Background: an optimization exercise with open tools, aiming at small area and a short achievable clock period. Do not read the settings as production practice.
Function was not checked in any run shown here: the RTL went through the layout flow alone.

<file path="flow/run.sh">
#!/bin/bash
# Standard ORFS layout, with the port buffers made of buf_2 cells instead of the default choice.
set -euo pipefail
bash standard.sh "BUFFER_PORTS_ARGS=-buffer_cell sky130_fd_sc_hd__buf_2" finish > make_finish.log 2>&1
</file>
<file path="config.mk">
export PLATFORM = sky130hd
export DESIGN_NAME = MACRegister
export DESIGN_NICKNAME = MACRegister
export VERILOG_FILES = /design/flow/design.v
export SDC_FILE = /design/flow/constraint.sdc
export NUM_CORES = 4
export LEC_CHECK = 0
export CAP_MARGIN = 20
export CORE_MARGIN = 2
export CORE_UTILIZATION = 40
export SETUP_SLACK_MARGIN = 1.0
export SLEW_MARGIN = 20
export SYNTH_HIERARCHICAL = 1
export SYNTH_MINIMUM_KEEP_SIZE = 0
</file>
<file path="constraint.sdc">
create_clock -name core_clock -period 19.0 [get_ports {clk}]
set_input_delay 3.8000 -clock core_clock [delete_from_list [all_inputs] [get_ports {clk}]]
set_output_delay 3.8000 -clock core_clock [all_outputs]
set_load 0.01 [all_outputs]
</file>
<file path="standard.sh">
#!/bin/bash
# synth_recipe.tcl (not shown) runs the flow's synth.tcl, then flattens the netlist and writes it again
# the make line also repeats each setting of config.mk as NAME=value (left out here)
make -C /OpenROAD-flow-scripts/flow DESIGN_CONFIG=/design/flow/config.mk WORK_HOME=/design/flow/orfs CLKGATE_MAP_FILE= SYNTH_SCRIPT=/design/flow/synth_recipe.tcl "${@:-finish}"
</file>
<file path="design.v">
`timescale 1ns / 1ps
module HalfAdder(
    input a,
    input b,
    output f,
    output carryOut
    );
    assign f = a ^ b;
    assign carryOut = a & b;
endmodule
module HalfAdderN(
    input an,
    input bn,
    output fn,
    output carryOutN
    );
    Xnor2 x(an, bn, fn);
    Or2 o(an, bn, carryOutN);
endmodule
module Xnor2(input a, input b, output y);
    assign y = ~(a ^ b);
endmodule
module Or2(input a, input b, output y);
    assign y = a | b;
endmodule
`timescale 1ns / 1ps
module FullAdder(
    input a,
    input b,
    input carryIn,
    output sum,
    output carryOut
    );
    assign sum = a ^ b ^ carryIn;
    assign carryOut = (a & b) | (a & carryIn) | (b & carryIn);
endmodule
`timescale 1ns / 1ps
module Inv(input a, output y);
    assign y = ~a;
endmodule
module Nand2(input a, input b, output y);
    assign y = ~(a & b);
endmodule
module Nor2(input a, input b, output y);
    assign y = ~(a | b);
endmodule
module Aoi21(input a, input b, input c, output y);
    assign y = ~((a & b) | c);
endmodule
module Oai21(input a, input b, input c, output y);
    assign y = ~((a | b) & c);
endmodule
module Xor2(input a, input b, output y);
    assign y = a ^ b;
endmodule
`timescale 1ns / 1ps
module MACRegister(
    input clk,
    input rst,
    input [1:0] opcode,
    input [15:0] a,
    input [15:0] b,
    output [31:0] dataOut
    );
    reg [31:0] register;
    assign dataOut = register;
    wire [31:0] rt = ~register;
    wire pp0_0 = ~(a[0] & b[0]), pp0_1 = ~(a[0] & b[1]), pp0_2 = ~(a[0] & b[2]), pp0_3 = ~(a[0] & b[3]), pp0_4 = ~(a[0] & b[4]), pp0_5 = ~(a[0] & b[5]), pp0_6 = ~(a[0] & b[6]), pp0_7 = ~(a[0] & b[7]), pp0_8 = ~(a[0] & b[8]), pp0_9 = ~(a[0] & b[9]), pp0_10 = ~(a[0] & b[10]), pp0_11 = ~(a[0] & b[11]), pp0_12 = ~(a[0] & b[12]), pp0_13 = ~(a[0] & b[13]), pp0_14 = ~(a[0] & b[14]), pp0_15 = ~(a[0] & b[15]);
    wire pp1_0 = ~(a[1] & b[0]), pp1_1 = ~(a[1] & b[1]), pp1_2 = ~(a[1] & b[2]), pp1_3 = ~(a[1] & b[3]), pp1_4 = ~(a[1] & b[4]), pp1_5 = ~(a[1] & b[5]), pp1_6 = ~(a[1] & b[6]), pp1_7 = ~(a[1] & b[7]), pp1_8 = ~(a[1] & b[8]), pp1_9 = ~(a[1] & b[9]), pp1_10 = ~(a[1] & b[10]), pp1_11 = ~(a[1] & b[11]), pp1_12 = ~(a[1] & b[12]), pp1_13 = ~(a[1] & b[13]), pp1_14 = ~(a[1] & b[14]), pp1_15 = ~(a[1] & b[15]);
    wire pp2_0 = ~(a[2] & b[0]), pp2_1 = ~(a[2] & b[1]), pp2_2 = ~(a[2] & b[2]), pp2_3 = ~(a[2] & b[3]), pp2_4 = ~(a[2] & b[4]), pp2_5 = ~(a[2] & b[5]), pp2_6 = ~(a[2] & b[6]), pp2_7 = ~(a[2] & b[7]), pp2_8 = ~(a[2] & b[8]), pp2_9 = ~(a[2] & b[9]), pp2_10 = ~(a[2] & b[10]), pp2_11 = ~(a[2] & b[11]), pp2_12 = ~(a[2] & b[12]), pp2_13 = ~(a[2] & b[13]), pp2_14 = ~(a[2] & b[14]), pp2_15 = ~(a[2] & b[15]);
    wire pp3_0 = ~(a[3] & b[0]), pp3_1 = ~(a[3] & b[1]), pp3_2 = ~(a[3] & b[2]), pp3_3 = ~(a[3] & b[3]), pp3_4 = ~(a[3] & b[4]), pp3_5 = ~(a[3] & b[5]), pp3_6 = ~(a[3] & b[6]), pp3_7 = ~(a[3] & b[7]), pp3_8 = ~(a[3] & b[8]), pp3_9 = ~(a[3] & b[9]), pp3_10 = ~(a[3] & b[10]), pp3_11 = ~(a[3] & b[11]), pp3_12 = ~(a[3] & b[12]), pp3_13 = ~(a[3] & b[13]), pp3_14 = ~(a[3] & b[14]), pp3_15 = ~(a[3] & b[15]);
    wire pp4_0 = ~(a[4] & b[0]), pp4_1 = ~(a[4] & b[1]), pp4_2 = ~(a[4] & b[2]), pp4_3 = ~(a[4] & b[3]), pp4_4 = ~(a[4] & b[4]), pp4_5 = ~(a[4] & b[5]), pp4_6 = ~(a[4] & b[6]), pp4_7 = ~(a[4] & b[7]), pp4_8 = ~(a[4] & b[8]), pp4_9 = ~(a[4] & b[9]), pp4_10 = ~(a[4] & b[10]), pp4_11 = ~(a[4] & b[11]), pp4_12 = ~(a[4] & b[12]), pp4_13 = ~(a[4] & b[13]), pp4_14 = ~(a[4] & b[14]), pp4_15 = ~(a[4] & b[15]);
    wire pp5_0 = ~(a[5] & b[0]), pp5_1 = ~(a[5] & b[1]), pp5_2 = ~(a[5] & b[2]), pp5_3 = ~(a[5] & b[3]), pp5_4 = ~(a[5] & b[4]), pp5_5 = ~(a[5] & b[5]), pp5_6 = ~(a[5] & b[6]), pp5_7 = ~(a[5] & b[7]), pp5_8 = ~(a[5] & b[8]), pp5_9 = ~(a[5] & b[9]), pp5_10 = ~(a[5] & b[10]), pp5_11 = ~(a[5] & b[11]), pp5_12 = ~(a[5] & b[12]), pp5_13 = ~(a[5] & b[13]), pp5_14 = ~(a[5] & b[14]), pp5_15 = ~(a[5] & b[15]);
    wire pp6_0 = ~(a[6] & b[0]), pp6_1 = ~(a[6] & b[1]), pp6_2 = ~(a[6] & b[2]), pp6_3 = ~(a[6] & b[3]), pp6_4 = ~(a[6] & b[4]), pp6_5 = ~(a[6] & b[5]), pp6_6 = ~(a[6] & b[6]), pp6_7 = ~(a[6] & b[7]), pp6_8 = ~(a[6] & b[8]), pp6_9 = ~(a[6] & b[9]), pp6_10 = ~(a[6] & b[10]), pp6_11 = ~(a[6] & b[11]), pp6_12 = ~(a[6] & b[12]), pp6_13 = ~(a[6] & b[13]), pp6_14 = ~(a[6] & b[14]), pp6_15 = ~(a[6] & b[15]);
    wire pp7_0 = ~(a[7] & b[0]), pp7_1 = ~(a[7] & b[1]), pp7_2 = ~(a[7] & b[2]), pp7_3 = ~(a[7] & b[3]), pp7_4 = ~(a[7] & b[4]), pp7_5 = ~(a[7] & b[5]), pp7_6 = ~(a[7] & b[6]), pp7_7 = ~(a[7] & b[7]), pp7_8 = ~(a[7] & b[8]), pp7_9 = ~(a[7] & b[9]), pp7_10 = ~(a[7] & b[10]), pp7_11 = ~(a[7] & b[11]), pp7_12 = ~(a[7] & b[12]), pp7_13 = ~(a[7] & b[13]), pp7_14 = ~(a[7] & b[14]), pp7_15 = ~(a[7] & b[15]);
    wire pp8_0 = ~(a[8] & b[0]), pp8_1 = ~(a[8] & b[1]), pp8_2 = ~(a[8] & b[2]), pp8_3 = ~(a[8] & b[3]), pp8_4 = ~(a[8] & b[4]), pp8_5 = ~(a[8] & b[5]), pp8_6 = ~(a[8] & b[6]), pp8_7 = ~(a[8] & b[7]), pp8_8 = ~(a[8] & b[8]), pp8_9 = ~(a[8] & b[9]), pp8_10 = ~(a[8] & b[10]), pp8_11 = ~(a[8] & b[11]), pp8_12 = ~(a[8] & b[12]), pp8_13 = ~(a[8] & b[13]), pp8_14 = ~(a[8] & b[14]), pp8_15 = ~(a[8] & b[15]);
    wire pp9_0 = ~(a[9] & b[0]), pp9_1 = ~(a[9] & b[1]), pp9_2 = ~(a[9] & b[2]), pp9_3 = ~(a[9] & b[3]), pp9_4 = ~(a[9] & b[4]), pp9_5 = ~(a[9] & b[5]), pp9_6 = ~(a[9] & b[6]), pp9_7 = ~(a[9] & b[7]), pp9_8 = ~(a[9] & b[8]), pp9_9 = ~(a[9] & b[9]), pp9_10 = ~(a[9] & b[10]), pp9_11 = ~(a[9] & b[11]), pp9_12 = ~(a[9] & b[12]), pp9_13 = ~(a[9] & b[13]), pp9_14 = ~(a[9] & b[14]), pp9_15 = ~(a[9] & b[15]);
    wire pp10_0 = ~(a[10] & b[0]), pp10_1 = ~(a[10] & b[1]), pp10_2 = ~(a[10] & b[2]), pp10_3 = ~(a[10] & b[3]), pp10_4 = ~(a[10] & b[4]), pp10_5 = ~(a[10] & b[5]), pp10_6 = ~(a[10] & b[6]), pp10_7 = ~(a[10] & b[7]), pp10_8 = ~(a[10] & b[8]), pp10_9 = ~(a[10] & b[9]), pp10_10 = ~(a[10] & b[10]), pp10_11 = ~(a[10] & b[11]), pp10_12 = ~(a[10] & b[12]), pp10_13 = ~(a[10] & b[13]), pp10_14 = ~(a[10] & b[14]), pp10_15 = ~(a[10] & b[15]);
    wire pp11_0 = ~(a[11] & b[0]), pp11_1 = ~(a[11] & b[1]), pp11_2 = ~(a[11] & b[2]), pp11_3 = ~(a[11] & b[3]), pp11_4 = ~(a[11] & b[4]), pp11_5 = ~(a[11] & b[5]), pp11_6 = ~(a[11] & b[6]), pp11_7 = ~(a[11] & b[7]), pp11_8 = ~(a[11] & b[8]), pp11_9 = ~(a[11] & b[9]), pp11_10 = ~(a[11] & b[10]), pp11_11 = ~(a[11] & b[11]), pp11_12 = ~(a[11] & b[12]), pp11_13 = ~(a[11] & b[13]), pp11_14 = ~(a[11] & b[14]), pp11_15 = ~(a[11] & b[15]);
    wire pp12_0 = ~(a[12] & b[0]), pp12_1 = ~(a[12] & b[1]), pp12_2 = ~(a[12] & b[2]), pp12_3 = ~(a[12] & b[3]), pp12_4 = ~(a[12] & b[4]), pp12_5 = ~(a[12] & b[5]), pp12_6 = ~(a[12] & b[6]), pp12_7 = ~(a[12] & b[7]), pp12_8 = ~(a[12] & b[8]), pp12_9 = ~(a[12] & b[9]), pp12_10 = ~(a[12] & b[10]), pp12_11 = ~(a[12] & b[11]), pp12_12 = ~(a[12] & b[12]), pp12_13 = ~(a[12] & b[13]), pp12_14 = ~(a[12] & b[14]), pp12_15 = ~(a[12] & b[15]);
    wire pp13_0 = ~(a[13] & b[0]), pp13_1 = ~(a[13] & b[1]), pp13_2 = ~(a[13] & b[2]), pp13_3 = ~(a[13] & b[3]), pp13_4 = ~(a[13] & b[4]), pp13_5 = ~(a[13] & b[5]), pp13_6 = ~(a[13] & b[6]), pp13_7 = ~(a[13] & b[7]), pp13_8 = ~(a[13] & b[8]), pp13_9 = ~(a[13] & b[9]), pp13_10 = ~(a[13] & b[10]), pp13_11 = ~(a[13] & b[11]), pp13_12 = ~(a[13] & b[12]), pp13_13 = ~(a[13] & b[13]), pp13_14 = ~(a[13] & b[14]), pp13_15 = ~(a[13] & b[15]);
    wire pp14_0 = ~(a[14] & b[0]), pp14_1 = ~(a[14] & b[1]), pp14_2 = ~(a[14] & b[2]), pp14_3 = ~(a[14] & b[3]), pp14_4 = ~(a[14] & b[4]), pp14_5 = ~(a[14] & b[5]), pp14_6 = ~(a[14] & b[6]), pp14_7 = ~(a[14] & b[7]), pp14_8 = ~(a[14] & b[8]), pp14_9 = ~(a[14] & b[9]), pp14_10 = ~(a[14] & b[10]), pp14_11 = ~(a[14] & b[11]), pp14_12 = ~(a[14] & b[12]), pp14_13 = ~(a[14] & b[13]), pp14_14 = ~(a[14] & b[14]), pp14_15 = ~(a[14] & b[15]);
    wire pp15_0 = ~(a[15] & b[0]), pp15_1 = ~(a[15] & b[1]), pp15_2 = ~(a[15] & b[2]), pp15_3 = ~(a[15] & b[3]), pp15_4 = ~(a[15] & b[4]), pp15_5 = ~(a[15] & b[5]), pp15_6 = ~(a[15] & b[6]), pp15_7 = ~(a[15] & b[7]), pp15_8 = ~(a[15] & b[8]), pp15_9 = ~(a[15] & b[9]), pp15_10 = ~(a[15] & b[10]), pp15_11 = ~(a[15] & b[11]), pp15_12 = ~(a[15] & b[12]), pp15_13 = ~(a[15] & b[13]), pp15_14 = ~(a[15] & b[14]), pp15_15 = ~(a[15] & b[15]);
    wire s1, c2, s3, c4, s5, c6, s7, c8, s9, c10, s11, c12, s13, c14, s15, c16;
    wire s17, c18, s19, c20, s21, c22, s23, c24, s25, c26, s27, c28, s29, c30, s31, c32;
    wire s33, c34, s35, c36, s37, c38, s39, c40, s41, c42, s43, c44, s45, c46, s47, c48;
    wire s49, c50, s51, c52, s53, c54, s55, c56, s57, c58, s59, c60, s61, c62, s63, c64;
    wire s65, c66, s67, c68, s69, c70, s71, c72, s73, c74, s75, c76, s77, c78, s79, c80;
    wire s81, c82, s83, c84, s85, c86, s87, c88, s89, c90, s91, c92, s93, c94, s95, c96;
    wire s97, c98, s99, c100, s101, c102, s103, c104, s105, c106, s107, c108, s109, c110, s111, c112;
    wire s113, c114, s115, c116, s117, c118, s119, c120, s121, c122, s123, c124, s125, c126, s127, c128;
    wire s129, c130, s131, c132, s133, c134, s135, c136, s137, c138, s139, c140, s141, c142, s143, c144;
    wire s145, c146, s147, c148, s149, c150, s151, c152, s153, c154, s155, c156, s157, c158, s159, c160;
    wire s161, c162, s163, c164, s165, c166, s167, c168, s169, c170, s171, c172, s173, c174, s175, c176;
    wire s177, c178, s179, c180, s181, c182, s183, c184, s185, c186, s187, c188, s189, c190, s191, c192;
    wire s193, c194, s195, c196, s197, c198, s199, c200, s201, c202, s203, c204, s205, c206, s207, c208;
    wire s209, c210, s211, c212, s213, c214, s215, c216, s217, c218, s219, c220, s221, c222, s223, c224;
    wire s225, c226, s227, c228, s229, c230, s231, c232, s233, c234, s235, c236, s237, c238, s239, c240;
    wire s241, c242, s243, c244, s245, c246, s247, c248, s249, c250, s251, c252, s253, c254, s255, c256;
    wire s257, c258, s259, c260, s261, c262, s263, c264, s265, c266, s267, c268, s269, c270, s271, c272;
    wire s273, c274, s275, c276, s277, c278, s279, c280, s281, c282, s283, c284, s285, c286, s287, c288;
    wire s289, c290, s291, c292, s293, c294, s295, c296, s297, c298, s299, c300, s301, c302, s303, c304;
    wire s305, c306, s307, c308, s309, c310, s311, c312, s313, c314, s315, c316, s317, c318, s319, c320;
    wire s321, c322, s323, c324, s325, c326, s327, c328, s329, c330, s331, c332, s333, c334, s335, c336;
    wire s337, c338, s339, c340, s341, c342, s343, c344, s345, c346, s347, c348, s349, c350, s351, c352;
    wire s353, c354, s355, c356, s357, c358, s359, c360, s361, c362, s363, c364, s365, c366, s367, c368;
    wire s369, c370, s371, c372, s373, c374, s375, c376, s377, c378, s379, c380, s381, c382, s383, c384;
    wire s385, c386, s387, c388, s389, c390, s391, c392, s393, c394, s395, c396, s397, c398, s399, c400;
    wire s401, c402, s403, c404, s405, c406, s407, c408, s409, c410, s411, c412, s413, c414, s415, c416;
    wire s417, c418, s419, c420, s421, c422, s423, c424, s425, c426, s427, c428, s429, c430, s431, c432;
    wire s433, c434, s435, c436, s437, c438, s439, c440, s441, c442, s443, c444, s445, c446, s447, c448;
    wire s449, c450, s451, c452, s453, c454, s455, c456, s457, c458, s459, c460, s461, c462, s463, c464;
    wire s465, c466, s467, c468, s469, c470, s471, c472, s473, c474, s475, c476, s477, c478, s479, c480;
    HalfAdderN ha0(rt[12], pp0_12, s1, c2);
    FullAdder fa0(rt[13], pp0_13, pp10_3, s3, c4);
    HalfAdderN ha1(pp11_2, pp12_1, s5, c6);
    FullAdder fa1(rt[14], pp0_14, pp10_4, s7, c8);
    FullAdder fa2(pp11_3, pp12_2, pp13_1, s9, c10);
    HalfAdderN ha2(pp14_0, pp1_13, s11, c12);
    FullAdder fa3(rt[15], pp0_15, pp10_5, s13, c14);
    FullAdder fa4(pp11_4, pp12_3, pp13_2, s15, c16);
    FullAdder fa5(pp14_1, pp15_0, pp1_14, s17, c18);
    HalfAdderN ha3(pp2_13, pp3_12, s19, c20);
    FullAdder fa6(rt[16], pp10_6, pp11_5, s21, c22);
    FullAdder fa7(pp12_4, pp13_3, pp14_2, s23, c24);
    FullAdder fa8(pp15_1, pp1_15, pp2_14, s25, c26);
    HalfAdderN ha4(pp3_13, pp4_12, s27, c28);
    FullAdder fa9(rt[17], pp10_7, pp11_6, s29, c30);
    FullAdder fa10(pp12_5, pp13_4, pp14_3, s31, c32);
    FullAdder fa11(pp15_2, pp2_15, pp3_14, s33, c34);
    FullAdder fa12(rt[18], pp10_8, pp11_7, s35, c36);
    FullAdder fa13(pp12_6, pp13_5, pp14_4, s37, c38);
    FullAdder fa14(rt[19], pp10_9, pp11_8, s39, c40);
    HalfAdderN ha5(rt[8], pp0_8, s41, c42);
    FullAdder fa15(rt[9], pp0_9, pp1_8, s43, c44);
    HalfAdderN ha6(pp2_7, pp3_6, s45, c46);
    FullAdder fa16(rt[10], pp0_10, pp10_0, s47, c48);
    FullAdder fa17(pp1_9, pp2_8, pp3_7, s49, c50);
    HalfAdderN ha7(pp4_6, pp5_5, s51, c52);
    FullAdder fa18(rt[11], pp0_11, pp10_1, s53, c54);
    FullAdder fa19(pp11_0, pp1_10, pp2_9, s55, c56);
    FullAdder fa20(pp3_8, pp4_7, pp5_6, s57, c58);
    HalfAdderN ha8(pp6_5, pp7_4, s59, c60);
    FullAdder fa21(pp10_2, pp11_1, pp12_0, s61, c62);
    FullAdder fa22(pp1_11, pp2_10, pp3_9, s63, c64);
    FullAdder fa23(pp4_8, pp5_7, pp6_6, s65, c66);
    FullAdder fa24(pp7_5, pp8_4, pp9_3, s67, c68);
    FullAdder fa25(pp13_0, pp1_12, pp2_11, s69, c70);
    FullAdder fa26(pp3_10, pp4_9, pp5_8, s71, c72);
    FullAdder fa27(pp6_7, pp7_6, pp8_5, s73, c74);
    FullAdder fa28(pp9_4, c2, s5, s75, c76);
    FullAdder fa29(pp2_12, pp3_11, pp4_10, s77, c78);
    FullAdder fa30(pp5_9, pp6_8, pp7_7, s79, c80);
    FullAdder fa31(pp8_6, pp9_5, c6, s81, c82);
    FullAdder fa32(s11, c4, s7, s83, c84);
    FullAdder fa33(pp4_11, pp5_10, pp6_9, s85, c86);
    FullAdder fa34(pp7_8, pp8_7, pp9_6, s87, c88);
    FullAdder fa35(c12, s19, c8, s89, c90);
    FullAdder fa36(c10, s13, s15, s91, c92);
    FullAdder fa37(pp5_11, pp6_10, pp7_9, s93, c94);
    FullAdder fa38(pp8_8, pp9_7, c20, s95, c96);
    FullAdder fa39(s27, c14, c16, s97, c98);
    FullAdder fa40(c18, s21, s23, s99, c100);
    FullAdder fa41(pp4_13, pp5_12, pp6_11, s101, c102);
    FullAdder fa42(pp7_10, pp8_9, pp9_8, s103, c104);
    FullAdder fa43(c28, c22, c24, s105, c106);
    FullAdder fa44(c26, s29, s31, s107, c108);
    FullAdder fa45(pp15_3, pp3_15, pp4_14, s109, c110);
    FullAdder fa46(pp5_13, pp6_12, pp7_11, s111, c112);
    FullAdder fa47(pp8_10, pp9_9, c30, s113, c114);
    FullAdder fa48(c32, c34, s35, s115, c116);
    FullAdder fa49(pp12_7, pp13_6, pp14_5, s117, c118);
    FullAdder fa50(pp15_4, pp4_15, pp5_14, s119, c120);
    FullAdder fa51(pp6_13, pp7_12, pp8_11, s121, c122);
    FullAdder fa52(pp9_10, c36, c38, s123, c124);
    FullAdder fa53(rt[20], pp10_10, pp11_9, s125, c126);
    FullAdder fa54(pp12_8, pp13_7, pp14_6, s127, c128);
    FullAdder fa55(pp15_5, pp5_15, pp6_14, s129, c130);
    FullAdder fa56(pp7_13, pp8_12, pp9_11, s131, c132);
    FullAdder fa57(rt[21], pp10_11, pp11_10, s133, c134);
    FullAdder fa58(pp12_9, pp13_8, pp14_7, s135, c136);
    FullAdder fa59(pp15_6, pp6_15, pp7_14, s137, c138);
    FullAdder fa60(rt[22], pp10_12, pp11_11, s139, c140);
    FullAdder fa61(pp12_10, pp13_9, pp14_8, s141, c142);
    FullAdder fa62(rt[23], pp10_13, pp11_12, s143, c144);
    HalfAdderN ha9(rt[5], pp0_5, s145, c146);
    FullAdder fa63(rt[6], pp0_6, pp1_5, s147, c148);
    HalfAdderN ha10(pp2_4, pp3_3, s149, c150);
    FullAdder fa64(rt[7], pp0_7, pp1_6, s151, c152);
    FullAdder fa65(pp2_5, pp3_4, pp4_3, s153, c154);
    HalfAdderN ha11(pp5_2, pp6_1, s155, c156);
    FullAdder fa66(pp1_7, pp2_6, pp3_5, s157, c158);
    FullAdder fa67(pp4_4, pp5_3, pp6_2, s159, c160);
    FullAdder fa68(pp7_1, pp8_0, s41, s161, c162);
    FullAdder fa69(pp4_5, pp5_4, pp6_3, s163, c164);
    FullAdder fa70(pp7_2, pp8_1, pp9_0, s165, c166);
    FullAdder fa71(c42, s45, s43, s167, c168);
    FullAdder fa72(pp6_4, pp7_3, pp8_2, s169, c170);
    FullAdder fa73(pp9_1, c46, s51, s171, c172);
    FullAdder fa74(c44, s47, s49, s173, c174);
    FullAdder fa75(pp8_3, pp9_2, c52, s175, c176);
    FullAdder fa76(s59, c48, c50, s177, c178);
    FullAdder fa77(s53, s55, s57, s179, c180);
    FullAdder fa78(c60, s1, c54, s181, c182);
    FullAdder fa79(c56, c58, s61, s183, c184);
    FullAdder fa80(s63, s65, s67, s185, c186);
    FullAdder fa81(c62, c64, c66, s187, c188);
    FullAdder fa82(c68, s3, s69, s189, c190);
    FullAdder fa83(s71, s73, s75, s191, c192);
    FullAdder fa84(c70, c72, c74, s193, c194);
    FullAdder fa85(s77, s79, s9, s195, c196);
    FullAdder fa86(c76, s81, s83, s197, c198);
    FullAdder fa87(c78, c80, s17, s199, c200);
    FullAdder fa88(s85, s87, c82, s201, c202);
    FullAdder fa89(c84, s89, s91, s203, c204);
    FullAdder fa90(c86, c88, s25, s205, c206);
    FullAdder fa91(s93, s95, c90, s207, c208);
    FullAdder fa92(s97, c92, s99, s209, c210);
    FullAdder fa93(c94, s101, s103, s211, c212);
    FullAdder fa94(s33, c96, c98, s213, c214);
    FullAdder fa95(s105, c100, s107, s215, c216);
    FullAdder fa96(c102, c104, s109, s217, c218);
    FullAdder fa97(s111, s37, c106, s219, c220);
    FullAdder fa98(s113, c108, s115, s221, c222);
    FullAdder fa99(c110, c112, s39, s223, c224);
    FullAdder fa100(s117, s119, s121, s225, c226);
    FullAdder fa101(c114, s123, c116, s227, c228);
    FullAdder fa102(c40, c118, c120, s229, c230);
    FullAdder fa103(c122, s125, s127, s231, c232);
    FullAdder fa104(s129, s131, c124, s233, c234);
    FullAdder fa105(pp8_13, pp9_12, c126, s235, c236);
    FullAdder fa106(c128, c130, c132, s237, c238);
    FullAdder fa107(s133, s135, s137, s239, c240);
    FullAdder fa108(pp15_7, pp7_15, pp8_14, s241, c242);
    FullAdder fa109(pp9_13, c134, c136, s243, c244);
    FullAdder fa110(c138, s139, s141, s245, c246);
    FullAdder fa111(pp12_11, pp13_10, pp14_9, s247, c248);
    FullAdder fa112(pp15_8, pp8_15, pp9_14, s249, c250);
    FullAdder fa113(c140, c142, s143, s251, c252);
    FullAdder fa114(rt[24], pp10_14, pp11_13, s253, c254);
    FullAdder fa115(pp12_12, pp13_11, pp14_10, s255, c256);
    FullAdder fa116(pp15_9, pp9_15, c144, s257, c258);
    FullAdder fa117(rt[25], pp10_15, pp11_14, s259, c260);
    FullAdder fa118(pp12_13, pp13_12, pp14_11, s261, c262);
    FullAdder fa119(rt[26], pp11_15, pp12_14, s263, c264);
    HalfAdderN ha12(rt[3], pp0_3, s265, c266);
    FullAdder fa120(rt[4], pp0_4, pp1_3, s267, c268);
    HalfAdderN ha13(pp2_2, pp3_1, s269, c270);
    FullAdder fa121(pp1_4, pp2_3, pp3_2, s271, c272);
    FullAdder fa122(pp4_1, pp5_0, s145, s273, c274);
    FullAdder fa123(pp4_2, pp5_1, pp6_0, s275, c276);
    FullAdder fa124(c146, s149, s147, s277, c278);
    FullAdder fa125(pp7_0, c150, s155, s279, c280);
    FullAdder fa126(c148, s151, s153, s281, c282);
    FullAdder fa127(c156, c152, c154, s283, c284);
    FullAdder fa128(s157, s159, s161, s285, c286);
    FullAdder fa129(c158, c160, s163, s287, c288);
    FullAdder fa130(s165, c162, s167, s289, c290);
    FullAdder fa131(c164, c166, s169, s291, c292);
    FullAdder fa132(s171, c168, s173, s293, c294);
    FullAdder fa133(c170, c172, s175, s295, c296);
    FullAdder fa134(c174, s177, s179, s297, c298);
    FullAdder fa135(c176, c178, s181, s299, c300);
    FullAdder fa136(c180, s183, s185, s301, c302);
    FullAdder fa137(c182, c184, c186, s303, c304);
    FullAdder fa138(s187, s189, s191, s305, c306);
    FullAdder fa139(c188, c190, s193, s307, c308);
    FullAdder fa140(s195, c192, s197, s309, c310);
    FullAdder fa141(c194, c196, s199, s311, c312);
    FullAdder fa142(s201, c198, s203, s313, c314);
    FullAdder fa143(c200, s205, c202, s315, c316);
    FullAdder fa144(s207, c204, s209, s317, c318);
    FullAdder fa145(c206, s211, c208, s319, c320);
    FullAdder fa146(s213, c210, s215, s321, c322);
    FullAdder fa147(c212, s217, c214, s323, c324);
    FullAdder fa148(s219, c216, s221, s325, c326);
    FullAdder fa149(c218, s223, s225, s327, c328);
    FullAdder fa150(c220, c222, s227, s329, c330);
    FullAdder fa151(c224, s229, c226, s331, c332);
    FullAdder fa152(s231, s233, c228, s333, c334);
    FullAdder fa153(s235, c230, c232, s335, c336);
    FullAdder fa154(s237, s239, c234, s337, c338);
    FullAdder fa155(s241, c236, s243, s339, c340);
    FullAdder fa156(c238, c240, s245, s341, c342);
    FullAdder fa157(c242, s247, s249, s343, c344);
    FullAdder fa158(c244, c246, s251, s345, c346);
    FullAdder fa159(c248, c250, s253, s347, c348);
    FullAdder fa160(s255, s257, c252, s349, c350);
    FullAdder fa161(pp15_10, c254, c256, s351, c352);
    FullAdder fa162(s259, s261, c258, s353, c354);
    FullAdder fa163(pp13_13, pp14_12, pp15_11, s355, c356);
    FullAdder fa164(c260, c262, s263, s357, c358);
    FullAdder fa165(rt[27], pp12_15, pp13_14, s359, c360);
    FullAdder fa166(pp14_13, pp15_12, c264, s361, c362);
    FullAdder fa167(rt[28], pp13_15, pp14_14, s363, c364);
    HalfAdderN ha14(rt[2], pp0_2, s365, c366);
    FullAdder fa168(pp1_2, pp2_1, pp3_0, s367, c368);
    FullAdder fa169(pp4_0, c266, s269, s369, c370);
    FullAdder fa170(c270, c268, s271, s371, c372);
    FullAdder fa171(c272, s275, c274, s373, c374);
    FullAdder fa172(c276, s279, c278, s375, c376);
    FullAdder fa173(c280, c282, s283, s377, c378);
    FullAdder fa174(c284, s287, c286, s379, c380);
    FullAdder fa175(c288, s291, c290, s381, c382);
    FullAdder fa176(c292, s295, c294, s383, c384);
    FullAdder fa177(c296, s299, c298, s385, c386);
    FullAdder fa178(c300, c302, s303, s387, c388);
    FullAdder fa179(c304, s307, c306, s389, c390);
    FullAdder fa180(c308, s311, c310, s391, c392);
    FullAdder fa181(c312, s315, c314, s393, c394);
    FullAdder fa182(c316, s319, c318, s395, c396);
    FullAdder fa183(c320, s323, c322, s397, c398);
    FullAdder fa184(s327, c324, c326, s399, c400);
    FullAdder fa185(c328, s331, c330, s401, c402);
    FullAdder fa186(s335, c332, s337, s403, c404);
    FullAdder fa187(c336, s339, s341, s405, c406);
    FullAdder fa188(s343, c340, c342, s407, c408);
    FullAdder fa189(c344, s347, c346, s409, c410);
    FullAdder fa190(s351, c348, s353, s411, c412);
    FullAdder fa191(s355, c352, s357, s413, c414);
    FullAdder fa192(c356, s359, s361, s415, c416);
    FullAdder fa193(pp15_13, c360, s363, s417, c418);
    FullAdder fa194(rt[29], pp14_15, pp15_14, s419, c420);
    HalfAdderN ha15(rt[1], pp0_1, s421, c422);
    FullAdder fa195(pp1_1, pp2_0, s365, s423, c424);
    FullAdder fa196(c366, s265, s367, s425, c426);
    FullAdder fa197(c368, s267, s369, s427, c428);
    FullAdder fa198(c370, s273, s371, s429, c430);
    FullAdder fa199(c372, s277, s373, s431, c432);
    FullAdder fa200(s281, c374, s375, s433, c434);
    FullAdder fa201(c376, s285, s377, s435, c436);
    FullAdder fa202(c378, s289, s379, s437, c438);
    FullAdder fa203(s293, c380, s381, s439, c440);
    FullAdder fa204(s297, c382, s383, s441, c442);
    FullAdder fa205(s301, c384, s385, s443, c444);
    FullAdder fa206(s305, c386, s387, s445, c446);
    FullAdder fa207(c388, s309, s389, s447, c448);
    FullAdder fa208(s313, c390, s391, s449, c450);
    FullAdder fa209(s317, c392, s393, s451, c452);
    FullAdder fa210(s321, c394, s395, s453, c454);
    FullAdder fa211(s325, c396, s397, s455, c456);
    FullAdder fa212(s329, c398, s399, s457, c458);
    FullAdder fa213(s333, c400, s401, s459, c460);
    FullAdder fa214(c334, s403, c402, s461, c462);
    FullAdder fa215(c338, s405, c404, s463, c464);
    FullAdder fa216(s345, c406, s407, s465, c466);
    FullAdder fa217(s349, c408, s409, s467, c468);
    FullAdder fa218(c350, s411, c410, s469, c470);
    FullAdder fa219(c354, s413, c412, s471, c472);
    FullAdder fa220(c358, c414, s415, s473, c474);
    FullAdder fa221(c362, s417, c416, s475, c476);
    FullAdder fa222(c364, s419, c418, s477, c478);
    FullAdder fa223(rt[30], pp15_15, c420, s479, c480);
    wire [31:0] x = {c480, c478, c476, c474, c472, c470, c468, c466, c464, c462, c460, c458, c456, c454, c452, c450, c448, c446, c444, c442, c440, c438, c436, c434, c432, c430, c428, c426, c424, c422, s421, rt[0]};
    wire [31:0] y = {rt[31], s479, s477, s475, s473, s471, s469, s467, s465, s463, s461, s459, s457, s455, s453, s451, s449, s447, s445, s443, s441, s439, s437, s435, s433, s431, s429, s427, s425, s423, pp1_0, pp0_0};
    wire [31:0] st = x + y + 1'b1;
    always @ (posedge clk) begin
        if (rst)
            register <= 32'd0;
        else case (opcode)
            2'd1:  
                register <= {a, b};
            2'd2:  
                register <= ~st;
        endcase
    end
endmodule
</file>
==> run notes, run 1 <==
Finish
Once layout is complete, the utilization of the core stands at 0.4308. The ratio of cells with drive above 1 in the final layout is 0.09449. Across the whole layout, storage elements account for 640.6 sq um.

The flip-flop count of the largest register, all copies and words added is 32. The net count of the finished layout is 1309. The largest register by flop count is register.

Relative to the synthesized area, the layout overhead comes to 5.594%. Counting the fill cells in the layout gives 2240. Summing all multi-input logic gate instances after layout gives 8093 sq um. In the final layout, the registers with the most flip-flops are register x32. The number of antenna diodes in the final layout is 0.

CTS
For the worst-skew pair, the clock arrives at the later sink with an insertion delay of 290 ps. Counting along the longest clock path gives a buffer depth of 2. Clock tree synthesis selected as its root buffer the cell sky130_fd_sc_hd__clkbuf_16. The CTS tree is built.

Post-CTS timing repair inserted 0 buffers for setup. The total of hold buffers inserted after clock tree synthesis is 0. The clock edge transition at the registers on the reported setup and hold paths is 60 ps. The number of buffers created by CTS is 5.

The H-tree generated during clock tree synthesis spans 2 levels. The number of clock sinks seen by CTS is 32. The number of gates resized after CTS was 0.

Logic synthesis
The most common cell in the netlist is sky130_fd_sc_hd__nand2_1. Counting every net in the synthesized netlist gives 1319. The number of flip-flops and latches in the synthesized netlist is 32. The count of yosys warnings during synthesis is 7. Of all flip-flops after synthesis, the portion carrying an async set or reset was 0. The area share of the largest cell type after synthesis is 0.4876. The mean instance size in the synthesized netlist is 9.012 sq um. The sequential fraction of the synthesis area is 0.06935. The library cell with the largest summed area after synthesis is sky130_fd_sc_hd__fa_1. By area the synthesized netlist is led by sky130_fd_sc_hd__fa_1, sky130_fd_sc_hd__nand2_1, sky130_fd_sc_hd__dfxtp_1. Yosys mapped the design onto 64 distinct sky130hd cell types. Yosys mapped a number of flops with a built-in enable equal to 0. The netlist area before placement is 9238 sq um. In the synthesized netlist, the cells that appear most often are sky130_fd_sc_hd__nand2_1, sky130_fd_sc_hd__fa_1, sky130_fd_sc_hd__clkbuf_1, sky130_fd_sc_hd__nor2_1, sky130_fd_sc_hd__inv_1. The gate count after technology mapping is 1025. For this run, the leading register cell type out of synthesis is sky130_fd_sc_hd__dfxtp_1.

Routing
The wire length after detailed routing is 26920 microns. In the final routed layout, each cell accounts on average for 20.69 microns. The overall via count from detail_route is 7437. In this run the remaining antenna-violating nets after routing total 0. The initial detailed-routing violation count is 395. Before antenna repair, the detailed router went through 5 iterations. In the routed design, unresolved DRC markers number 0. Dividing the detail-routed via count by the number of cells gives 5.716.

Flow run
The tool flagged a number of max-cap violations equal to 0.

Global route
The number of antenna violations at the first check in global routing came to 0. The first global-routing pass estimated 44220 microns of wire. The number of global-route vias before repair is 7998. In the global route stage, overall resource usage came out at 0.2363. The total global routing overflow is 0. The pin count of the biggest net entering global routing is 55.

Setup path
Walking the worst path, the cells encountered are buf_2 > nand2_1 > fa_1 > fa_1 > fa_1 > fa_1 > fa_1 > fa_1 > ha_1 > a21oi_2 > o21ai_0 > a21oi_1 > nor2_1 > a211oi_1 > o41ai_2 > a221o_1 > xor2_1 > o221ai_1. The critical path is of the input pin to flip-flop type. The cell occurring most often along the worst timing path is sky130_fd_sc_hd__fa_1. The family with the most delay on the worst path is adder cells. STA classifies the critical path startpoint as an input pin.

For the worst setup path, the data arrival time is 9160 ps. The delay of the slowest cell on the worst path is 520 ps. The slowest stage of the critical path is the sky130_fd_sc_hd__fa_1 cell. Data on the critical path is required at its endpoint by 19140 ps. The type of destination of the critical path is a flip-flop. In this run the worst path has a maximum fanout of 17. The number of buffers and inverters on the critical path is 1.

Floorplanning
The number of placement rows is 55. The die height is 156.0 microns. During I/O placement, the number of pins put on the boundary was 68.

The total die area is 24330 sq um. The core outline area is 22640 sq um. The die width is 156.0 microns. The starting density of the core is 0.4080.

Timing
Setup violations remaining at the end of the flow were counted as 0. The count of pins over their slew limit is 0. The setup TNS is 0 ps. The share of the clock period used by the worst path is 0.4748. Static timing analysis puts the maximum clock frequency at 0.1108 GHz. In this run the tightest slew margin relative to its limit is 0.4859. The final count of hold timing violations is 0. Setup repair after global routing left no endpoint under its margin.

The slew at the pin with the worst max-slew slack is 771.2 ps. The clock period could shrink to 9022 ps. The clock skew after layout is 10.01 ps.

Place
Routability-driven placement finished with a final weighted congestion of 0.9246. Input and output buffers added on the ports amount to 67. The HPWL after detailed placement is 20620 microns.

Worst hold path
In this run the worst hold path is classified as flip-flop to flip-flop.

Run status
The flow ran to the end and the layout has no timing, DRC or antenna violations.
modules after synthesis (local to each module, per instance), a selection:
module       cells  flops+latches
FullAdder        1              0
MACRegister    769             32
Or2              1              0
Xnor2            1              0
worst paths after layout:
path                              from                         to  slack, ps  depth (start not counted)
max reg2reg  register[14]$_SDFFE_PP0P_  register[30]$_SDFFE_PP0P_      13520                         17
max                              b[14]  register[30]$_SDFFE_PP0P_       9980                         18
min reg2reg  register[18]$_SDFFE_PP0P_  register[18]$_SDFFE_PP0P_        490                          2
min          register[18]$_SDFFE_PP0P_  register[18]$_SDFFE_PP0P_        490                          2
cells by family (layout without fill, tap and decap cells):
| kind of cell | count (synthesis) | after routing | synth area share |
|---|---|---|---|
| fa+ha+maj | 258 | 258 | 0.5323 |
| xor+xnor | 42 | 42 | 0.03982 |
| buf+inv | 125 | 116 | 0.05486 |
| compound gates | 148 | 148 | 0.1113 |
| simple gates | 417 | 417 | 0.1891 |
| mux | 3 | 3 | 0.003251 |
| flops | 32 | 32 | 0.06935 |
area by class of cell:
cell class | instances | area share
clock inverter | 3 | 0.004361
sequential | 32 | 0.06567
inverter | 39 | 0.01501
timing repair buffer | 69 | 0.03592
tap | 285 | 0.03656
clock buffer | 5 | 0.01283
multi-input combinational | 868 | 0.8297
stage by stage:
step | setup WS (ps) | hold WS, ps | instances | area [sq um]
floorplan | 10010 | 497.8 | 1025 | 9238
global placement | 9786 | 477.6 | 1293 | 9587
detailed placement | 9718 | 480.2 | 1293 | 9587
CTS | 10000 | 489.1 | 1301 | 9754
global route | 9694 | 536.0 | 1301 | 9754
finish | 9978 | 489.6 | 1301 | 9754
tightest hold or removal path: cells and delay by family, from the launching register on:
kind            cells  cell delay, ps
compound gates      1              50
flops               1             330
simple gates        1              70
layout by cell type (no fill, tap or decap), drive strengths merged, types with 6 or more instances in the layout:
| master | n |
|---|---|
| o21ai | 23 |
| nand2 | 299 |
| ha | 33 |
| nand3 | 9 |
| o221ai | 6 |
| or2 | 18 |
| nor2b | 6 |
| xnor2 | 34 |
| o21a | 7 |
| a21oi | 40 |
| nor2 | 51 |
| a21o | 15 |
| dfxtp | 32 |
| a211oi | 23 |
| fa | 225 |
| xor2 | 8 |
| buf | 69 |
| inv | 39 |
metal layers:
layer	track usage	wire, microns
met4	0.05723	676
met3	0.04194	1856
met1	0.3080	11020
met2	0.4098	13360
met5	0	0
==> inputs of run 2 (changes only) <==
==> flow/run.sh (replaced) <==
#!/bin/bash
# Standard ORFS layout, with buf_2 port buffers, and timing repair aiming for 10.5 ns of
# setup slack at the design's clock period (i.e. a tighter internal target).
set -euo pipefail
bash standard.sh "BUFFER_PORTS_ARGS=-buffer_cell sky130_fd_sc_hd__buf_2" "SETUP_SLACK_MARGIN=10.5" finish > make_finish.log 2>&1
==> run 2 against run 1 <==
- non-clock buffer count rose by 24
- still clean on timing, DRC and antenna
- count of clock-buffer cells in the layout rose by 1
- register-to-register slack improved by 260 ps
- synthesized cell count did not move
- largest cell class unchanged
==> run notes, run 2 <==
Run status
The run finished with no timing, DRC or antenna violations.

Logic synthesis
Sorting the synthesized cells by how often they occur yields sky130_fd_sc_hd__nand2_1, sky130_fd_sc_hd__fa_1, sky130_fd_sc_hd__clkbuf_1, sky130_fd_sc_hd__nor2_1, sky130_fd_sc_hd__inv_1. The flip-flop cell with the highest count after synthesis is sky130_fd_sc_hd__dfxtp_1. The sequential fraction of the synthesis area is 0.06935 (unchanged). Sorting the synthesized cells by area gives the leading types as sky130_fd_sc_hd__fa_1, sky130_fd_sc_hd__nand2_1, sky130_fd_sc_hd__dfxtp_1. The fraction of synthesis flops using an asynchronous set or reset pin was 0 (unchanged). The area share of the largest cell type after synthesis is 0.4876 (unchanged). The number of nets in the synthesized netlist is 1319 (unchanged). The mean instance size in the synthesized netlist is 9.012 sq um (unchanged). The count of yosys warnings during synthesis was 7 (unchanged). The number of flops mapped to enable cells by yosys is 0 (unchanged). The netlist area before placement is 9238 sq um (unchanged). The number of distinct library cells after synthesis came to 64 (unchanged).

The library cell with the largest summed area after synthesis is sky130_fd_sc_hd__fa_1. The most common cell in the netlist is sky130_fd_sc_hd__nand2_1. The number of flip-flops and latches in the synthesized netlist is 32 (unchanged).

The gate count after technology mapping is 1025 (unchanged).

Finish
The largest registers in the layout are register x32. The filler cell count is 2101 (-6.2%). The area of all placed cells without fillers is 10610 sq um (+8.8%). Counting flops per register, the top entry is register.

Relative to the synthesized area, the layout overhead comes to 14.84%. The flip-flop count of the largest register, all copies and words added is 32 (unchanged). The count of antenna diodes in the layout came to 0 (unchanged). The share of the core filled with cells came to 0.4686 (+0.03774). The total number of nets in the final design is 1333 (+1.8%). The library cells used most frequently in the layout, excluding fill and tap cells, are sky130_fd_sc_hd__nand2_1, sky130_fd_sc_hd__fa_1, sky130_fd_sc_hd__nor2_1, sky130_fd_sc_hd__inv_1, sky130_fd_sc_hd__buf_2.

The ratio of cells with drive above 1 in the final layout is 0.1635 (+0.06897). The leading cell type in the layout, fill and taps excluded is sky130_fd_sc_hd__nand2_1.

Timing
The slew at the pin with the worst max-slew slack is 939.7 ps (+168.5 ps). The clock skew after layout is 6.714 ps (-3.300 ps). The final critical delay including setup and external delays is 8462 ps (-559.7 ps).

The relative slew slack is 0.3736 (-0.1123). The final count of hold timing violations is 0 (unchanged). The setup TNS is 0 ps (unchanged). The highest clock rate was 0.1182 GHz (+6.6%). Setup repair after global routing could not meet its margin everywhere. The worst-case setup margin in the final layout was 10540 ps (+559.7 ps). The number of setup violations in the final report is 0 (unchanged). The count of pins over their slew limit is 0 (unchanged). The share of the clock period used by the worst path came to 0.4454 (-0.02946).

Floorplanning
The die width came to 156.0 microns (unchanged). The die height is 156.0 microns (unchanged). The I/O pin total came to 68 (unchanged). The core outline area is 22640 sq um (unchanged). The number of placement rows is 55 (unchanged). The total die area is 24330 sq um (unchanged). The starting density of the core came to 0.4080 (unchanged).

Global route
The wire length of the first global-routing pass is 45430 microns (+2.7%). The total global routing overflow was 0 (unchanged). The pin count of the biggest net entering global routing was 55 (unchanged).

The total global-route track usage was 0.2427 (+0.006384). The number of global-route vias before repair is 8101 (+1.3%). The number of antenna violations at the first check in global routing came to 0 (unchanged).

Setup path
The arrival time of data at the critical path endpoint is 8600 ps (-560 ps). STA classifies the critical path startpoint as an input pin. The critical path is of the input pin to flip-flop type. The largest fanout on the critical path is 5 (-12). The data required time at the worst endpoint is 19140 ps (about the same). The type of destination of the critical path is a flip-flop.

CTS
The total of hold buffers inserted after clock tree synthesis came to 0 (unchanged). The clock edge transition at the registers on the reported setup and hold paths is 60 ps (about the same). The number of buffers created by CTS is 5 (unchanged). The CTS tree is built. The master cell of the clock root buffer is sky130_fd_sc_hd__clkbuf_16. The maximum number of buffers from clock root to sink came to 2 (unchanged).

The number of clock sinks seen by CTS is 32 (unchanged). The number of levels in the clock H-tree is 2 (unchanged). The clock latency on the worst-skew pair was 290 ps (about the same).

Routing
The initial detailed-routing violation count came to 426 (+7.8%). The wire length after detailed routing was 28160 microns (+4.6%). The number of DRC violations after detailed routing is 0 (unchanged). The number of search-and-repair iterations in the first detailed-routing pass is 5 (unchanged). The vias per cell is 5.674 (-0.74%). The routed wire length per instance was 21.25 microns (+2.7%). The overall via count from detail_route is 7518 (+1.1%). The post-detailed-route count of antenna-violating nets is 0 (unchanged).

Place
The placed cell area was 9691 sq um (+1.1%). The number of port buffers is 67 (unchanged). The detailed placer's ending HPWL is 20950 microns (+1.6%).

The final weighted congestion in routability-driven placement came to 0.9396 (+1.6%). The post-placement setup slack is 9863 ps (+144.9 ps).

Worst hold path
The path class of the tightest hold or removal check is flip-flop to flip-flop.

Flow run
The max-cap violation count came to 0 (unchanged).
-- run 2: layer usage --
| layer | wire length (microns) | global-route usage | vias up |
|---|---|---|---|
| met5 | 0 | 0 | - |
| li1 | - | - | 3318 |
| met4 | 701 | 0.06640 | 0 |
| met3 | 1801 | 0.03778 | 48 |
| met2 | 14240 | 0.4248 | 296 |
| met1 | 11410 | 0.3134 | 3856 |
-- run 2: cells by family after synthesis --
kind of cell             count (synthesis)  share of synthesized area
AND/OR/NAND/NOR                        417                     0.1891
adder cells (fa/ha/maj)                258                     0.5323
AO/OA/AOI/OAI                          148                     0.1113
buffers and inverters                  125                    0.05486
XOR/XNOR                                42                    0.03982
flip-flops                              32                    0.06935
multiplexers                             3                   0.003251
-- run 2: final cells by class --
| type | instances | area, sq um | share of cell area |
|---|---|---|---|
| clock buffers | 6 | 128.9 | 0.01215 |
| clock inverters | 2 | 35.03 | 0.003302 |
| inverters | 39 | 146.4 | 0.01380 |
| multi-input cells | 868 | 8439 | 0.7955 |
| flip-flops and latches | 32 | 640.6 | 0.06038 |
| well taps | 285 | 356.6 | 0.03361 |
| repair buffers | 93 | 862.1 | 0.08126 |
-- run 2: per-module statistics from Yosys (local to each module, per instance), excerpt --
module / cell area [sq um] / cells
FullAdder: 20.02 / 1
MACRegister: 4513 / 769
Or2: 6.256 / 1
Xnor2: 8.758 / 1
-- run 2: worst max-delay path, stage by stage --
cell and delay [ps]:
sky130_fd_sc_hd__buf_16 120, sky130_fd_sc_hd__buf_4 140, sky130_fd_sc_hd__nand2_2 60, sky130_fd_sc_hd__fa_1 440
sky130_fd_sc_hd__fa_1 540, sky130_fd_sc_hd__fa_2 450, sky130_fd_sc_hd__fa_2 350, sky130_fd_sc_hd__fa_2 540
sky130_fd_sc_hd__fa_1 460, sky130_fd_sc_hd__ha_4 200, sky130_fd_sc_hd__a211oi_2 210, sky130_fd_sc_hd__o211ai_1 180
sky130_fd_sc_hd__o21ai_1 160, sky130_fd_sc_hd__o22ai_1 80, sky130_fd_sc_hd__a21o_1 210, sky130_fd_sc_hd__buf_4 160
sky130_fd_sc_hd__nand4_1 70, sky130_fd_sc_hd__o21ai_0 80, sky130_fd_sc_hd__a221oi_1 220, sky130_fd_sc_hd__o32ai_1 120
-- run 2: worst paths after layout --
check / start / end / slack, ps / depth (start not counted)
hold reg to reg: register[10]$_SDFFE_PP0P_ / register[10]$_SDFFE_PP0P_ / 490 / 2
setup reg to reg: register[16]$_SDFFE_PP0P_ / register[31]$_SDFFE_PP0P_ / 13780 / 18
setup / recovery: a[10] / register[31]$_SDFFE_PP0P_ / 10540 / 20
hold / removal: register[10]$_SDFFE_PP0P_ / register[10]$_SDFFE_PP0P_ / 490 / 2
-- run 2: timing repair --
item / CTS / global route
setup buffers: 17 / 8
gates cloned: 0 / 0
pin swaps: 20 / 17
setup endpoints to repair: 15 / 15
gates resized for setup: 84 / 49
-- run 2: stage by stage --
stage | hold WS, ps | instances
6_report | 492.1 | 1325
5_1_grt | 523.0 | 1325
4_1_cts | 486.2 | 1317
3_5_place_dp | 488.8 | 1292
3_3_place_gp | 479.3 | 1292
2_1_floorplan | 497.8 | 1025
==> inputs of run 3 (changes only) <==
==> flow/run.sh (replaced) <==
#!/bin/bash
# Standard ORFS layout, with buf_2 port buffers, and timing repair aiming for 10 ns of
# setup slack at the design's clock period (i.e. a tighter internal target).
set -euo pipefail
bash standard.sh "BUFFER_PORTS_ARGS=-buffer_cell sky130_fd_sc_hd__buf_2" "SETUP_SLACK_MARGIN=10" finish > make_finish.log 2>&1
==> run 3 against run 2 <==
- final cell count shrank 1.7%
- routed wire length is 3.8% lower
- first-iteration DRC count down 7.7%
- critical path type unchanged
==> run notes, run 3 <==
Setup path
The data required time at the worst endpoint came to 19140 ps (about the same). The delay of the slowest cell on the worst path was 590 ps (+50 ps). The critical path is of the input pin to flip-flop type.

The type of destination of the critical path is a flip-flop. Traced cell by cell, the critical path runs through buf_4 > nand2_1 > fa_1 > fa_1 > fa_1 > fa_1 > fa_1 > fa_1 > ha_1 > nand2_2 > o21ai_0 > a21oi_1 > nor2_1 > a211oi_2 > o41ai_4 > a221o_1 > xor2_1 > o221ai_1. The arrival time of data at the critical path endpoint was 8910 ps (+310 ps). The worst-case reg-to-reg path depth is 17 (-1). The worst setup path startpoint is a[12]. The startpoint class of the critical path is an input pin. The cell type of the slowest stage on the worst timing path is sky130_fd_sc_hd__fa_1. Among the stages of the critical path, the cell type that occurs most often is sky130_fd_sc_hd__fa_1. The setup slack of the worst register-to-register path was 13580 ps (-200 ps). The largest fanout on the critical path is 17 (+12).

The start of the worst register-to-register path is register[16]$_SDFFE_PP0P_.

Logic synthesis
The gate count after technology mapping was 1025 (unchanged). The post-synthesis compound-gate area fraction is 0.1113 (unchanged). The flip-flop cell with the highest count after synthesis is sky130_fd_sc_hd__dfxtp_1.

The area share of the largest cell type after synthesis is 0.4876 (unchanged). The post-synthesis xor/xnor area fraction is 0.03982 (unchanged). The sequential fraction of the synthesis area is 0.06935 (unchanged). The arithmetic-cell share of the synthesized area counting full adders, half adders and majority gates is 0.5323 (unchanged). The number of flops mapped to enable cells by yosys is 0 (unchanged).

Sorting the synthesized cells by area gives the leading types as sky130_fd_sc_hd__fa_1, sky130_fd_sc_hd__nand2_1, sky130_fd_sc_hd__dfxtp_1. The mean instance size in the synthesized netlist is 9.012 sq um (unchanged). By area, the combinational part of the netlist is dominated by adder cells. The fraction of synthesis flops using an asynchronous set or reset pin was 0 (unchanged). The netlist area before placement was 9238 sq um (unchanged).

In the post-synthesis netlist, the cell with the most instances is sky130_fd_sc_hd__nand2_1. The count of yosys warnings during synthesis is 7 (unchanged). The simple-gate share of the synthesized area is 0.1891 (unchanged). The number of flip-flops and latches in the synthesized netlist came to 32 (unchanged). The number of nets in the synthesized netlist came to 1319 (unchanged). The library cell with the largest summed area after synthesis is sky130_fd_sc_hd__fa_1. The number of distinct library cells after synthesis is 64 (unchanged). The fraction of synthesized area in multiplexers was 0.003251 (unchanged). Ranked by instance count, the synthesized netlist is headed by sky130_fd_sc_hd__nand2_1, sky130_fd_sc_hd__fa_1, sky130_fd_sc_hd__clkbuf_1, sky130_fd_sc_hd__nor2_1, sky130_fd_sc_hd__inv_1.

Global route
The number of antenna violations at the first check in global routing is 0 (unchanged). The number of global-route vias before repair came to 8000 (-1.2%). The wire length of the first global-routing pass was 44230 microns (-2.6%). The total global routing overflow is 0 (unchanged). The pin count of the biggest net entering global routing was 55 (unchanged).

The total global-route track usage is 0.2364 (-0.006324).

Timing
The final count of hold timing violations was 0 (unchanged). The count of pins over their slew limit was 0 (unchanged). The setup TNS is 0 ps (unchanged). The slew at the pin with the worst max-slew slack was 776.6 ps (-163.1 ps).

The highest clock rate is 0.1139 GHz (-3.6%). The final critical delay including setup and external delays is 8778 ps (+315.5 ps). The relative slew slack was 0.4823 (+0.1087).

The share of the clock period used by the worst path is 0.4620 (+0.01661). Setup repair after global routing could not meet its margin everywhere. The clock skew after layout is 7.774 ps (+1.059 ps). The number of setup violations in the final report is 0 (unchanged). The worst hold slack is 489.6 ps (-2.513 ps).

Finish
The flip-flop count of the largest register, all copies and words added was 32 (unchanged). The total number of nets in the final design was 1310 (-1.7%). Leaving out fill and tap cells, the most frequent cells in the layout are sky130_fd_sc_hd__nand2_1, sky130_fd_sc_hd__fa_1, sky130_fd_sc_hd__nor2_1, sky130_fd_sc_hd__buf_2, sky130_fd_sc_hd__inv_1. Ranked by flip-flop count, first place goes to register. In the final layout, the registers with the most flip-flops are register x32. The count of non-filler cells in the finished layout came to 1302 (-1.7%). The layout overhead on the synthesized area is 6.786%.

The storage element area is 640.6 sq um (unchanged). The filler cell count came to 2243 (+6.8%). The ratio of cells with drive above 1 in the final layout is 0.1013 (-0.06218). The area of all placed cells without fillers was 9864 sq um (-7.0%). The leading cell type in the layout, fill and taps excluded is sky130_fd_sc_hd__nand2_1. The count of antenna diodes in the layout was 0 (unchanged). The footprint of the multi-input gates is 8124 sq um (-3.7%).

Run status
The run finished with no timing, DRC or antenna violations.

Place
The placed instance count is 1293 (+0.077%). The number of port buffers is 67 (unchanged). The detailed placer's ending HPWL is 20620 microns (-1.5%). The placed cell area was 9587 sq um (-1.1%). The final weighted congestion in routability-driven placement is 0.9246 (-1.6%).

CTS
The clock latency on the worst-skew pair is 290 ps (about the same). CTS placed an instance of sky130_fd_sc_hd__clkbuf_16 at the clock tree root. The number of levels in the clock H-tree is 2 (unchanged). The maximum number of buffers from clock root to sink is 2 (unchanged). The CTS tree is built. The number of buffers created by CTS was 5 (unchanged).

The clock edge transition at the registers on the reported setup and hold paths is 60 ps (about the same). The total of hold buffers inserted after clock tree synthesis is 0 (unchanged). The number of clock sinks seen by CTS was 32 (unchanged).

Routing
The initial detailed-routing violation count is 393 (-7.7%). The overall via count from detail_route is 7420 (-1.3%). The number of search-and-repair iterations in the first detailed-routing pass is 4 (-1).

The routed wire length per instance is 20.81 microns (-2.1%). The number of DRC violations after detailed routing is 0 (unchanged). The post-detailed-route count of antenna-violating nets came to 0 (unchanged).

The vias per cell was 5.699 (+0.44%). The wire length after detailed routing is 27100 microns (-3.8%).

Floorplanning
The starting density of the core came to 0.4080 (unchanged). The die height came to 156.0 microns (unchanged). The I/O pin total came to 68 (unchanged). The number of placement rows is 55 (unchanged).

The total die area is 24330 sq um (unchanged). The core outline area is 22640 sq um (unchanged). The die width is 156.0 microns (unchanged).

Worst hold path
The depth of the worst hold-timing path was 2 (unchanged). The path class of the lowest-slack min-delay path is flip-flop to flip-flop. The source of the worst hold timing path is register[18]$_SDFFE_PP0P_.

Flow run
The max-cap violation count is 0 (unchanged).
## run 3: Yosys stat by module, one instance, submodules excluded, a selection
module | copies in the design | flops+latches
MACRegister | 1 | 32
FullAdder | 224 | 0
Xnor2 | 16 | 0
Or2 | 16 | 0
## run 3: timing repair
action	in CTS	in global routing
pin swaps	0	0
gates resized for setup	1	50
endpoints found under the setup margin	1	11
setup buffers	0	1
## run 3: cells by family (layout without fill, tap and decap cells)
kind of cell,Yosys count,in the layout
AO/OA/AOI/OAI,148,148
multiplexers,3,3
buffers and inverters,125,117
AND/OR/NAND/NOR,417,417
adder cells (fa/ha/maj),258,258
flip-flops,32,32
XOR/XNOR,42,42
## run 3: path summary, 6_finish.rpt
path,endpoint
max reg2reg,register[30]$_SDFFE_PP0P_
max,register[30]$_SDFFE_PP0P_
min reg2reg,register[18]$_SDFFE_PP0P_
min,register[18]$_SDFFE_PP0P_
## run 3: layout make-up
| class | count | area share |
|---|---|---|
| Clock buffer | 5 | 0.01268 |
| Sequential cell | 32 | 0.06494 |
| Inverter | 39 | 0.01484 |
| Multi-Input combinational cell | 868 | 0.8236 |
| Clock inverter | 3 | 0.004313 |
| Tap cell | 285 | 0.03615 |
| Timing Repair Buffer | 70 | 0.04351 |
## run 3: stage by stage
| stage | setup WS, ps | utilization |
|---|---|---|
| after global routing | 9991 | 0.4357 |
| after detailed placement | 9718 | 0.4234 |
| after floorplan | 10010 | - |
| after CTS | 10020 | 0.4309 |
| final | 10220 | 0.4357 |
| after global placement | 9786 | 0.4234 |
## run 3: critical path, delay by kind of cell
family	cells	cell delay, ps
simple gates	3	370
buf+inv	1	250
fa+ha+maj	7	3150
compound gates	6	1200
xor+xnor	1	130
## run 3: per-layer routing
layer	wire length (microns)	vias to the layer above	global-route usage
met5	0	-	0
met4	650	0	0.05723
met3	1699	41	0.04194
met2	13500	255	0.4098
met1	11240	3857	0.3081
li1	-	3267	-
==> inputs of run 4 (changes only) <==
==> flow/run.sh (replaced) <==
#!/bin/bash
# Standard ORFS layout, with buf_2 port buffers, and timing repair aiming for 10.25 ns of
# setup slack at the design's clock period (i.e. a tighter internal target).
set -euo pipefail
bash standard.sh "BUFFER_PORTS_ARGS=-buffer_cell sky130_fd_sc_hd__buf_2" "SETUP_SLACK_MARGIN=10.25" finish > make_finish.log 2>&1
==> run 4 against run 3 <==
- via count up 0.26%
- clock skew is 2.0 ps higher
- area after synthesis did not move
- die area did not move
- critical endpoint is now register[31]$_SDFFE_PP0P_
- sequential share of layout area is 0.14 points lower
- sequential cell count unchanged
- critical path depth did not move
- critical path type unchanged
==> run notes, run 4 <==
Finish
The count of antenna diodes in the layout came to 0 (unchanged). Leaving out fill and tap cells, the most frequent cells in the layout are sky130_fd_sc_hd__nand2_1, sky130_fd_sc_hd__fa_1, sky130_fd_sc_hd__nor2_1, sky130_fd_sc_hd__inv_1. The count of non-filler cells in the finished layout is 1301 (-0.077%). The register with the most flip-flops in the final layout is register. The filler cell count is 2189 (-2.4%). The ratio of cells with drive above 1 in the final layout is 0.1142 (+0.01289).

Floorplanning
The die height is 156.0 microns (unchanged). The die width is 156.0 microns (unchanged). The starting density of the core came to 0.4080 (unchanged).

Setup path
The worst setup path is captured at a flip-flop. The startpoint class of the critical path is an input pin. The type of the setup path with the least slack is input pin to flip-flop.

The data required time at the worst endpoint was 19150 ps (about the same). The largest fanout on the critical path was 17 (unchanged).

Global route
The wire length of the first global-routing pass is 44550 microns (+0.72%). The pin count of the biggest net entering global routing is 55 (unchanged). The number of global-route vias before repair is 7949 (-0.64%).

Routing
The total met3 wirelength after detailed routing is 1437 microns (-15%). The detailed route wirelength on metal2 was 13610 microns (+0.81%). The routed length on met1 was 11940 microns (+6.2%). The routed wire length per instance is 21.34 microns (+2.5%). After detailed routing, no signal wire sits above met4. The vias per cell is 5.718 (+0.33%).

The wire length after detailed routing is 27770 microns (+2.5%).

Timing
Setup repair after global routing left no endpoint under its margin. The final critical delay including setup and external delays is 8556 ps (-222.0 ps). The relative slew slack is 0.3615 (-0.1208). The slew at the pin with the worst max-slew slack came to 957.8 ps (+181.2 ps). The setup TNS is 0 ps (unchanged).

The number of setup violations in the final report came to 0 (unchanged).

Logic synthesis
The number of nets in the synthesized netlist is 1319 (unchanged). Sorting the synthesized cells by area gives the leading types as sky130_fd_sc_hd__fa_1, sky130_fd_sc_hd__nand2_1, sky130_fd_sc_hd__dfxtp_1. For this run, the leading register cell type out of synthesis is sky130_fd_sc_hd__dfxtp_1. By count the netlist is led by sky130_fd_sc_hd__nand2_1, sky130_fd_sc_hd__fa_1, sky130_fd_sc_hd__clkbuf_1, sky130_fd_sc_hd__nor2_1, sky130_fd_sc_hd__inv_1. The gate count after technology mapping came to 1025 (unchanged). The area share of the largest cell type after synthesis came to 0.4876 (unchanged). The number of distinct library cells after synthesis is 64 (unchanged).

Place
The number of port buffers is 67 (unchanged). The placed instance count is 1292 (-0.077%).

Worst hold path
The source of the worst hold timing path is register[12]$_SDFFE_PP0P_. The path class of the lowest-slack min-delay path is flip-flop to flip-flop.

CTS
The number of buffers created by CTS is 5 (unchanged). The maximum number of buffers from clock root to sink is 2 (unchanged). The number of levels in the clock H-tree came to 2 (unchanged). The clock latency on the worst-skew pair is 290 ps (about the same).

Run status
The run finished with no timing, DRC or antenna violations.

Flow run
The max-cap violation count is 0 (unchanged).
-- run 4: cell counts after synthesis --
Identical to the previous run, type by type.
-- run 4: through the flow --
stage / hold WS, ps / area [sq um]
2_1_floorplan: 497.8 / 9343
3_3_place_gp: 487.9 / 9604
3_5_place_dp: 490.3 / 9604
4_1_cts: 500.3 / 9884
5_1_grt: 513.5 / 10080
6_report: 491.2 / 10080
-- run 4: final cells by class --
| cell class | instances | area, sq um | area share |
|---|---|---|---|
| Sequential cell | 32 | 640.6 | 0.06357 |
| Clock inverter | 3 | 46.29 | 0.004594 |
| Tap cell | 285 | 356.6 | 0.03539 |
| Inverter | 39 | 146.4 | 0.01453 |
| Multi-Input combinational cell | 868 | 8218 | 0.8155 |
| Timing Repair Buffer | 69 | 544.3 | 0.05401 |
| Clock buffer | 5 | 125.1 | 0.01242 |
-- run 4: layer usage --
layer / global-route usage / up-vias
li1: - / 3257
met3: 0.03222 / 51
met2: 0.4102 / 272
met4: 0.06553 / 0
met1: 0.3205 / 3859
met5: 0 / -
-- run 4: path summary, 6_finish.rpt --
kind	cells past startpoint	end	slack (ps)
setup / recovery	18	register[31]$_SDFFE_PP0P_	10440
hold / removal	2	register[12]$_SDFFE_PP0P_	490
setup reg to reg	17	register[31]$_SDFFE_PP0P_	13670
hold reg to reg	2	register[12]$_SDFFE_PP0P_	490
-- run 4: logic make-up after synthesis --
kind of cell	after synthesis	share of synthesized area
AOI/OAI and AO/OA	148	0.1113
xor gates and xnor gates	42	0.03982
adders and majority gates	258	0.5323
buffers and inverters	125	0.05486
DFF	32	0.06935
muxes	3	0.003251
and+or+nand+nor	417	0.1891
-- run 4: modules after synthesis, one instance, submodules excluded, excerpt --
module	cells inside	area, sq um
MACRegister	769	4513
FullAdder	1	20.02
Xnor2	1	8.758
Or2	1	6.256
-- run 4: what timing repair did --
action	CTS	global route
endpoints found under the hold margin	0	0
endpoints found under the setup margin	13	15
pin swaps	0	10
gates resized for setup	38	49
buffers inserted	0	1
-- run 4: critical path, cell delays in order --
cell and delay [ps]:
sky130_fd_sc_hd__buf_8 160, sky130_fd_sc_hd__nand2_1 100, sky130_fd_sc_hd__fa_1 560, sky130_fd_sc_hd__fa_1 430, sky130_fd_sc_hd__fa_1 480, sky130_fd_sc_hd__fa_1 400
sky130_fd_sc_hd__fa_1 510, sky130_fd_sc_hd__fa_1 450, sky130_fd_sc_hd__ha_4 270, sky130_fd_sc_hd__a211oi_2 230, sky130_fd_sc_hd__o211ai_1 190, sky130_fd_sc_hd__o21ai_1 210
sky130_fd_sc_hd__o22ai_1 110, sky130_fd_sc_hd__a21o_1 230, sky130_fd_sc_hd__nand4_1 140, sky130_fd_sc_hd__o41ai_2 90, sky130_fd_sc_hd__a211oi_1 210, sky130_fd_sc_hd__o32ai_1 100

## afterwards: timing with drivers on the ports
The flow's constraints put no driver on any port. The routed layouts listed below were extracted and timed again, unchanged, in two steps. Step 1: set_driving_cell puts a clkbuf_16 on clk and a buf_2 on each other input, an assumption about the parent block. Step 2 times the ports against the registers' clock, not the clock port: input delays grow and output delays shrink by t, the midpoint of the rising clock arrivals with the driver on. Slacks: ideal ports / drivers / drivers and shift; pairs: ideal ports / drivers.
run | shift t [ns] | setup WS [ns] | hold slack, ns | pins driven straight from the clock port
run 1 | 0.316 | 9.978 / 9.990 / 9.674 | 0.490 / 0.490 / 0.490 | 1
run 2 | 0.324 | 10.538 / 10.493 / 10.169 | 0.492 / 0.492 / 0.492 | 1
run 3 | 0.316 | 10.222 / 10.230 / 9.914 | 0.490 / 0.490 / 0.490 | 1
run 4 | 0.324 | 10.444 / 10.434 / 10.110 | 0.491 / 0.491 / 0.491 | 1
After both steps setup and hold are still met in every run listed. For run 2, which loses most, drivers alone change the setup slack by -0.045 ns; drivers and shift together by -0.369 ns.
